Background: an optimization exercise with open tools, aiming at small area and a short achievable clock period. Do not read the settings as production practice. Function not checked in this run: the RTL went through the layout flow alone. Power figures rest on the tool's default switching activity, not on a simulated workload.

==> design/flow/design.v <==
`default_nettype none
module fadd_p2 (input wire [31:0] x1,
                input wire [31:0] x2,
                output reg [31:0] y,
                output reg        ovf,
                input wire        clk,
                input wire        rstn);
   wire        s1 = x1[31];
   wire        s2 = x2[31];
   wire [7:0]  e1 = x1[30:23];
   wire [7:0]  e2 = x2[30:23];
   wire [22:0] m1 = x1[22:0];
   wire [22:0] m2 = x2[22:0];
   wire        h1 = |e1;
   wire        h2 = |e2;
   wire [7:0]  e1a = {e1[7:1], e1[0] | ~h1};
   wire [7:0]  e2a = {e2[7:1], e2[0] | ~h2};
   wire        f1 = &e1;
   wire        f2 = &e2;
   wire        spec = f1 | f2;
   wire        nz1 = |m1;
   wire        nz2 = |m2;
   wire        pick1 = f1 & (~f2 | nz1);
   wire        sub = s1 ^ s2;
   wire        infnan = f1 & f2 & ~nz1 & ~nz2 & sub;
   wire        nzp = pick1 ? nz1 : nz2;
   wire [8:0]  d12 = {1'b0, e1a} - {1'b0, e2a};
   wire [7:0]  d21 = e2a - e1a;
   wire [7:0]  tde = d12[8] ? d21 : d12[7:0];
   wire [23:0] mm1 = {h1, m1};
   wire [23:0] mm2 = {h2, m2};
   reg  [23:0] cg0, ce0;
   reg  [11:0] cg1, ce1;
   reg  [5:0]  cg2, ce2;
   reg  [2:0]  cg3, ce3;
   integer     k;
   always @* begin
      for (k = 0; k < 24; k = k + 1) begin
         cg0[k] = mm2[k] & ~mm1[k];
         ce0[k] = ~(mm2[k] ^ mm1[k]);
      end
      for (k = 0; k < 12; k = k + 1) begin
         cg1[k] = cg0[2*k+1] | (ce0[2*k+1] & cg0[2*k]);
         ce1[k] = ce0[2*k+1] & ce0[2*k];
      end
      for (k = 0; k < 6; k = k + 1) begin
         cg2[k] = cg1[2*k+1] | (ce1[2*k+1] & cg1[2*k]);
         ce2[k] = ce1[2*k+1] & ce1[2*k];
      end
      for (k = 0; k < 3; k = k + 1) begin
         cg3[k] = cg2[2*k+1] | (ce2[2*k+1] & cg2[2*k]);
         ce3[k] = ce2[2*k+1] & ce2[2*k];
      end
   end
   wire        mge = cg3[2] | (ce3[2] & (cg3[1] | (ce3[1] & (cg3[0] | ce3[0]))));
   wire        eeq = ~|d12;
   wire        sel = spec ? ~pick1 : (d12[8] | (eeq & mge));
   wire [7:0]  es = d12[8] ? e2a : e1a;
   wire [23:0] msx = sel ? mm2 : mm1;
   wire [23:0] ms = {msx[23], msx[22] | (spec & (nzp | infnan)), msx[21:0]};
   wire [23:0] mi = sel ? mm1 : mm2;
   wire        ss = (sel ? s2 : s1) | infnan;
   wire [4:0]  de = (spec | (|tde[7:5])) ? 5'd31 : tde[4:0];
   wire [25:0] a0 = {mi, 2'b00};
   wire [25:0] a1 = de[4] ? {16'b0, a0[25:16]} : a0;
   wire        t1 = de[4] & (|a0[15:0]);
   wire [25:0] a2 = de[3] ? {8'b0, a1[25:8]} : a1;
   wire        t2 = de[3] & (|a1[7:0]);
   wire [25:0] a3 = de[2] ? {4'b0, a2[25:4]} : a2;
   wire        t3 = de[2] & (|a2[3:0]);
   wire [25:0] a4 = de[1] ? {2'b0, a3[25:2]} : a3;
   wire        t4 = de[1] & (|a3[1:0]);
   wire [25:0] a5 = de[0] ? {1'b0, a4[25:1]} : a4;
   wire        t5 = de[0] & a4[0];
   wire        tstck = t1 | t2 | t3 | t4 | t5;
   reg [23:0]  msr;
   reg [25:0]  miar;
   reg         stckr;
   reg         subr;
   reg         ssr;
   reg         specr;
   reg [7:0]   er;       
   always @(posedge clk) begin
      msr   <= ms;
      miar  <= a5;
      stckr <= tstck;
      subr  <= sub;
      ssr   <= ss;
      specr <= spec;
      er    <= es + 8'd1;
   end
   wire [26:0] aa = {1'b0, msr, 2'b00};
   wire [26:0] bb = {1'b0, miar} ^ {27{subr}};
   wire [26:0] p0 = aa ^ bb;
   wire [26:0] g0 = aa & bb;
   reg  [26:0] g, p;
   integer     i, l;
   always @* begin
      g = g0; p = p0;
      g[0] = g0[0] | (p0[0] & subr);
      for (l = 0; l < 5; l = l + 1)
        for (i = (2 << l) - 1; i < 27; i = i + (2 << l)) begin
           g[i] = g[i] | (p[i] & g[i - (1 << l)]);
           p[i] = p[i] & p[i - (1 << l)];
        end
      for (l = 3; l >= 0; l = l - 1)
        for (i = (3 << l) - 1; i < 27; i = i + (2 << l)) begin
           g[i] = g[i] | (p[i] & g[i - (1 << l)]);
           p[i] = p[i] & p[i - (1 << l)];
        end
   end
   wire [26:0] mye = p0 ^ {g[25:0], subr};
   reg  [26:0] sent;
   always @* begin
      for (i = 0; i < 27; i = i + 1)
        sent[i] = (er == 8'd27 - i[7:0]);
   end
   wire [26:0] n0 = mye | sent;
   wire [31:0] lzi = {n0, 5'b11111};
   reg  [15:0] v1;  reg [15:0] c1;
   reg  [7:0]  v2;  reg [15:0] c2;
   reg  [3:0]  v3;  reg [11:0] c3;
   reg  [1:0]  v4;  reg [7:0]  c4;
   reg  [4:0]  sh;
   always @* begin
      for (i = 0; i < 16; i = i + 1) begin
         v1[i] = lzi[2*i+1] | lzi[2*i];
         c1[i] = ~lzi[2*i+1];
      end
      for (i = 0; i < 8; i = i + 1) begin
         v2[i] = v1[2*i+1] | v1[2*i];
         c2[2*i +: 2] = v1[2*i+1] ? {1'b0, c1[2*i+1]} : {1'b1, c1[2*i]};
      end
      for (i = 0; i < 4; i = i + 1) begin
         v3[i] = v2[2*i+1] | v2[2*i];
         c3[3*i +: 3] = v2[2*i+1] ? {1'b0, c2[2*(2*i+1) +: 2]} : {1'b1, c2[2*(2*i) +: 2]};
      end
      for (i = 0; i < 2; i = i + 1) begin
         v4[i] = v3[2*i+1] | v3[2*i];
         c4[4*i +: 4] = v3[2*i+1] ? {1'b0, c3[3*(2*i+1) +: 3]} : {1'b1, c3[3*(2*i) +: 3]};
      end
      sh = v4[1] ? {1'b0, c4[7:4]} : {1'b1, c4[3:0]};
   end
   wire [26:0] k1 = sh[4] ? {mye[10:0], 16'b0} : mye;
   wire [26:0] k2 = sh[3] ? {k1[18:0], 8'b0} : k1;
   wire [26:0] k3 = sh[2] ? {k2[22:0], 4'b0} : k2;
   wire [26:0] k4 = sh[1] ? {k3[24:0], 2'b0} : k3;
   wire [26:0] myf = sh[0] ? {k4[25:0], 1'b0} : k4;
   wire        den = ~myf[26];
   wire [7:0]  eyr = den ? 8'd0 : (er - {3'b0, sh});
   wire        ovfp = (&er) & mye[26];
   wire        stk = stckr | myf[0];
   wire        up = ~ovfp & myf[2] & (myf[1] | (stk ? ~subr : myf[3]));
   wire        zero = ~|mye;
   wire        sy = ssr & (~subr | ~zero);
   reg         syr;
   reg [30:0]  yur;
   reg         upr;
   reg         nspr;
   always @(posedge clk) begin
      if (~rstn) begin
         syr  <= 1'b0;
         yur  <= 31'd0;
         upr  <= 1'b0;
         nspr <= 1'b0;
      end else begin
         syr  <= sy;
         yur  <= {eyr, myf[25:3] & {23{~ovfp}}};
         upr  <= up;
         nspr <= ~specr;
      end
   end
   wire [31:0] yu32 = {1'b0, yur};
   reg  [31:0] ic;
   reg  [7:0]  ibc;
   always @* begin
      ibc[0] = upr;
      for (i = 1; i < 8; i = i + 1)
        ibc[i] = ibc[i-1] & (&yu32[4*i-4 +: 4]);
      for (i = 0; i < 32; i = i + 1)
        ic[i] = (i % 4 == 0) ? ibc[i/4] : (ic[i-1] & yur[i-1]);
   end
   wire [30:0] yr = yur ^ ic[30:0];
   always @* begin
      y   = {syr, yr};
      ovf = nspr & (&yr[30:23]);
   end
endmodule
`default_nettype wire
==> design/flow/flow/run.sh <==
#!/bin/bash
# Standard ORFS layout with small port buffers and a tighter setup target for repair_timing.
set -euo pipefail
export BUFFER_PORTS_ARGS="-buffer_cell sky130_fd_sc_hd__buf_1"
export SETUP_SLACK_MARGIN=8.5
bash standard.sh > standard.log 2>&1
==> design/flow/standard.sh <==
#!/bin/bash
# synth_recipe.tcl (not shown) runs the flow's synth.tcl, then flattens the netlist and writes it again
# the make line also repeats each setting of config.mk as NAME=value (left out here)
make -C /OpenROAD-flow-scripts/flow DESIGN_CONFIG=/design/flow/config.mk WORK_HOME=/design/flow/orfs CLKGATE_MAP_FILE= SYNTH_SCRIPT=/design/flow/synth_recipe.tcl "${@:-finish}"
==> design/flow/config.mk <==
export PLATFORM = sky130hd
export DESIGN_NAME = fadd_p2
export DESIGN_NICKNAME = fadd_p2
export VERILOG_FILES = /design/flow/design.v
export SDC_FILE = /design/flow/constraint.sdc
export NUM_CORES = 4
export LEC_CHECK = 0
export ABC_AREA = 1
export CAP_MARGIN = 20
export CORE_MARGIN = 2
export CORE_UTILIZATION = 55
export CTS_BUF_LIST = sky130_fd_sc_hd__clkbuf_8
export PLACE_DENSITY = 0.7
export SLEW_MARGIN = 20
==> design/flow/constraint.sdc <==
create_clock -name core_clock -period 15.0 [get_ports {clk}]
set_input_delay 3.0000 -clock core_clock [delete_from_list [all_inputs] [get_ports {clk}]]
set_output_delay 3.0000 -clock core_clock [all_outputs]
set_load 0.01 [all_outputs]
==> results.py <==
metrics = {
    "detailed_routing": {
        "drc": 0,
        "dr.first_iter.drc_count": 786,
        "drt-total-wl_um": 29700,
        "vias": 11040,
        "wl_per_cell_um": 15.2,
        "drtPass1Iterations": 6,
        "routed_via_density": 5.64,
        "ant_nets": 0,
    },
    "placement": {
        "placed_cells": 1915,
        "post_dp_cell_area_sq_um": 10800,
        "place_congestion": 0.974,
        "io_buffers": 98,
        "dp_hpwl_um": 23300,
        "place_ws_ps": 6840,
    },
    "final_layout": {
        "final_cell_mix": "430 x nand2_1, 244 x nand3_1, 163 x inv_1, 118 x nor2_1, 98 x buf_1",
        "fillers": 1896,
        "fin_cells": 1956,
        "regArea_sq_um": 1920,
        "final_common_cell": "nand2_1",
        "final_layout_size_suffix_gt1_share_pct": 9.29,
        "synthToLayoutAreaGrowth_pct": 9.34,
        "multi_input_area_sq_um": 7650,
        "antenna_cells": 0,
        "fin_util_pct": 61.1,
        "fin_nets": 1891,
        "design_area_sq_um": 11400,
    },
    "power": {
        "power.leakage_nw": 5.70,
        "p_per_area_nw_per_um2": 184,
        "p_clk_share_pct": 8.2,
        "vdd_drop_max_mv": 0.0851,
        "internal_power_uw": 922,
        "combinationalPowerShare_pct": 74.1,
        "swShare_pct": 56.1,
        "switchingPower_mw": 1.18,
        "power.total_mw": 2.10,
        "pwr-share-seq_pct": 17.7,
    },
    "flow_run": {
        "cap_violations": 0,
    },
    "timing": {
        "final_hold_viol_count": 0,
        "slew_violations": 0,
        "fin_hold_ws_ps": 440,
        "period_needed_ps": 6240,
        "fin_tns_setup_ps": 0,
        "layout_setup_ws_ps": 8760,
        "rsz0062_at_grt": "false",
        "fmax_ghz": 0.160,
        "setup_viol": 0,
        "slew_headroom_pct": 50.1,
        "worst_pin_slew_ps": 746,
        "period_share_pct": 41.6,
        "clock_skew_ps": 16.7,
    },
    "grt": {
        "gr-total-overflow": 0,
        "grt_util_all_layers_pct": 29.4,
        "grt_pass1_wl_um": 48300,
        "grt_max_degree": 37,
        "grt_pass1_vias": 10062,
        "grt_antenna_before_repair": 0,
    },
    "clock_tree": {
        "path_clk_slew_ps": 110,
        "clock_path_buffers": 2,
        "cts_tree": "yes",
        "cts_sinks": 96,
        "htreeDepth": 3,
        "cts_buffers": 9,
        "insertion_delay_ps": 400,
        "ctsHoldBuffers": 0,
        "root_buffer": "clkbuf_8",
    },
    "critical_path": {
        "r2r_cells": 31,
        "crit_required_ps": 15290,
        "cp.arrival_ps": 6530,
        "worstPathMaxFanout": 25,
        "critPathKind": "input pin to flip-flop",
        "r2r-end": "yur[29]",
        "worstSetupStartpointType": "input pin",
        "cp_cell_sequence": "buf_1, nor4_2, nand2_1, inv_2, nor2_1, ha_1, fa_2, nor2_2, or2_1, nand4_1, nand2_4, mux2i_2, nor2_4, inv_4, nor2_1, nand2_1, o21ai_0, or2_2, nand3_1, o21ai_1",
        "crit_slowest_cell": "mux2i_2",
        "r2r_slack_ps": 8990,
        "cp-end-kind": "flip-flop",
        "r2r_start": "subr",
        "critical_path.max_stage_delay_ps": 480,
    },
    "synth": {
        "syn_area_sq_um": 10400,
        "async_flop_share_pct": 0,
        "synth_cell_type_count": 60,
        "synth_warnings": 1,
        "synth_fp_nets": 1808,
        "synth-edff-count": 0,
        "synth-seq-area-share_pct": 18.4,
        "synth-seq-cells": 96,
        "synth_cells": 1634,
        "avgSynthCellArea_sq_um": 6.38,
        "synth_top_flop_cell": "dfxtp_1",
    },
    "die": {
        "die_w_um": 142,
        "ios": 99,
        "rows": 50,
        "fp.dieH_um": 142,
        "initial_utilization_pct": 55.9,
        "dieArea_sq_um": 20100,
        "core_sq_um": 18600,
    },
    "outcome": {
        "outcome": "no timing/DRC/antenna violations",
    },
    "min_path": {
        "hold_class": "flip-flop to flip-flop",
        "hp-start": "specr",
        "hold_end": "nspr",
        "hold-path-cell-count": 1,
    },
}
metal layers:
layer / vias up / track usage, % / wire, um
met5: - / 0 / 0
met4: 0 / 12.3 / 1150
met3: 87 / 3.34 / 1570
met2: 429 / 50.1 / 13800
met1: 4955 / 38.0 / 13200
li1: 5569 / - / -
logic make-up (layout without fill, tap and decap cells):
kind of cell	count (synthesis)	count (layout)	share of synthesized area, %
multiplexers	2	2	0.192
adder cells (fa/ha/maj)	108	108	14.0
XOR/XNOR	65	65	5.46
AO/OA/AOI/OAI	187	187	11.0
AND/OR/NAND/NOR	932	939	41.2
buffers and inverters	244	325	9.72
flip-flops	96	96	18.4
worst max-delay path by stage:
stage	from	end	slack (ps)	depth (start not counted)
after detailed placement	x1[24]	miar[0]	6840	24
after global routing	x2[24]	miar[16]	8420	25
after global placement	x1[24]	miar[0]	7030	24
after floorplan	x1[23]	miar[1]	9020	21
final	x1[23]	miar[19]	8760	20
after CTS	x1[24]	miar[19]	8500	21
repair_timing:
action                     4_1_cts  5_1_grt
gates resized for setup         12       21
pin swaps                        5        9
cloned                           7        1
setup buffers                   10        6
setup endpoints to repair       52       31
worst max-delay path, delay by kind of cell:
family,cells,cell delay [ps]
multiplexers,1,480
AND/OR/NAND/NOR,12,1830
adder cells (fa/ha/maj),2,620
AO/OA/AOI/OAI,2,170
buffers and inverters,3,430
registers in the layout, summed over array words and instances, names as in the netlist:
signal	cells
yur	31
miar	26
msr	24
er	8
nspr	1
specr	1
ssr	1
stckr	1
subr	1
syr	1
upr	1
synthesized netlist by cell type (5+ instances only):
library cell | instances | share of area (%)
nand2_1 | 431 | 16
nand3_1 | 244 | 12
inv_1 | 166 | 6.0
nor2_1 | 120 | 4.3
dfxtp_1 | 96 | 18
ha_1 | 93 | 11
o21ai_0 | 57 | 2.7
a21oi_1 | 49 | 2.4
xor2_1 | 49 | 4.1
nand4_1 | 28 | 1.7
o21ai_1 | 24 | 1.2
buf_2 | 21 | 1.0
inv_2 | 21 | 0.76
clkbuf_1 | 19 | 0.68
nor4_1 | 19 | 1.1
nor2_2 | 17 | 1.0
xnor2_1 | 16 | 1.3
fa_1 | 15 | 2.9
nand2_2 | 14 | 0.84
nand3_2 | 10 | 0.96
nor3_1 | 10 | 0.48
o211ai_1 | 9 | 0.65
a31oi_1 | 7 | 0.42
and2_1 | 6 | 0.36
buf_4 | 6 | 0.43
nor2_4 | 6 | 0.65
buf_6 | 5 | 0.54
nand3b_1 | 5 | 0.36
or2_1 | 5 | 0.30
or2_2 | 5 | 0.30
power groups by stage:
stage          Sequential, mW  Combinational, mW  Clock (mW)
6_report                0.373               1.56       0.172
5_1_grt                 0.380               1.74       0.182
4_1_cts                 0.373               1.52       0.174
3_5_place_dp            0.379               1.49           0
3_3_place_gp            0.377               1.48           0
2_1_floorplan           0.368               1.17           0
final cells by class:
type                    instances  area share [%]
flip-flops and latches         96            16.9
multi-input cells            1301            67.1
clock inverters                 6           0.538
inverters                     188            6.31
repair inverters                1          0.0659
repair buffers                120            5.29
well taps                     234            2.57
clock buffers                  10            1.21

[static timing again, ports no longer ideal]
The results above use ideal ports. As a check the final layout listed here was re-extracted and re-timed, cells and wires unchanged. Step 1 assumes that a clkbuf_16 drives the clock port and a buf_2 every other input. Step 2 also shifts input and output timing later by t, the mid clock arrival at the registers, as if the neighbouring blocks saw the same clock. Three values: ideal, step 1, step 2; two values: the first two.
shift t [ns]: 0.428
setup slack, ns: 8.762 / 8.753 / 8.349
hold WS [ns]: 0.440 / 0.440 / 0.440
latest minus earliest clock arrival (ns): 0.017 / 0.017
After both steps this run still meets setup and hold. For this run, drivers alone change the setup slack by -0.009 ns; drivers and shift together by -0.413 ns.
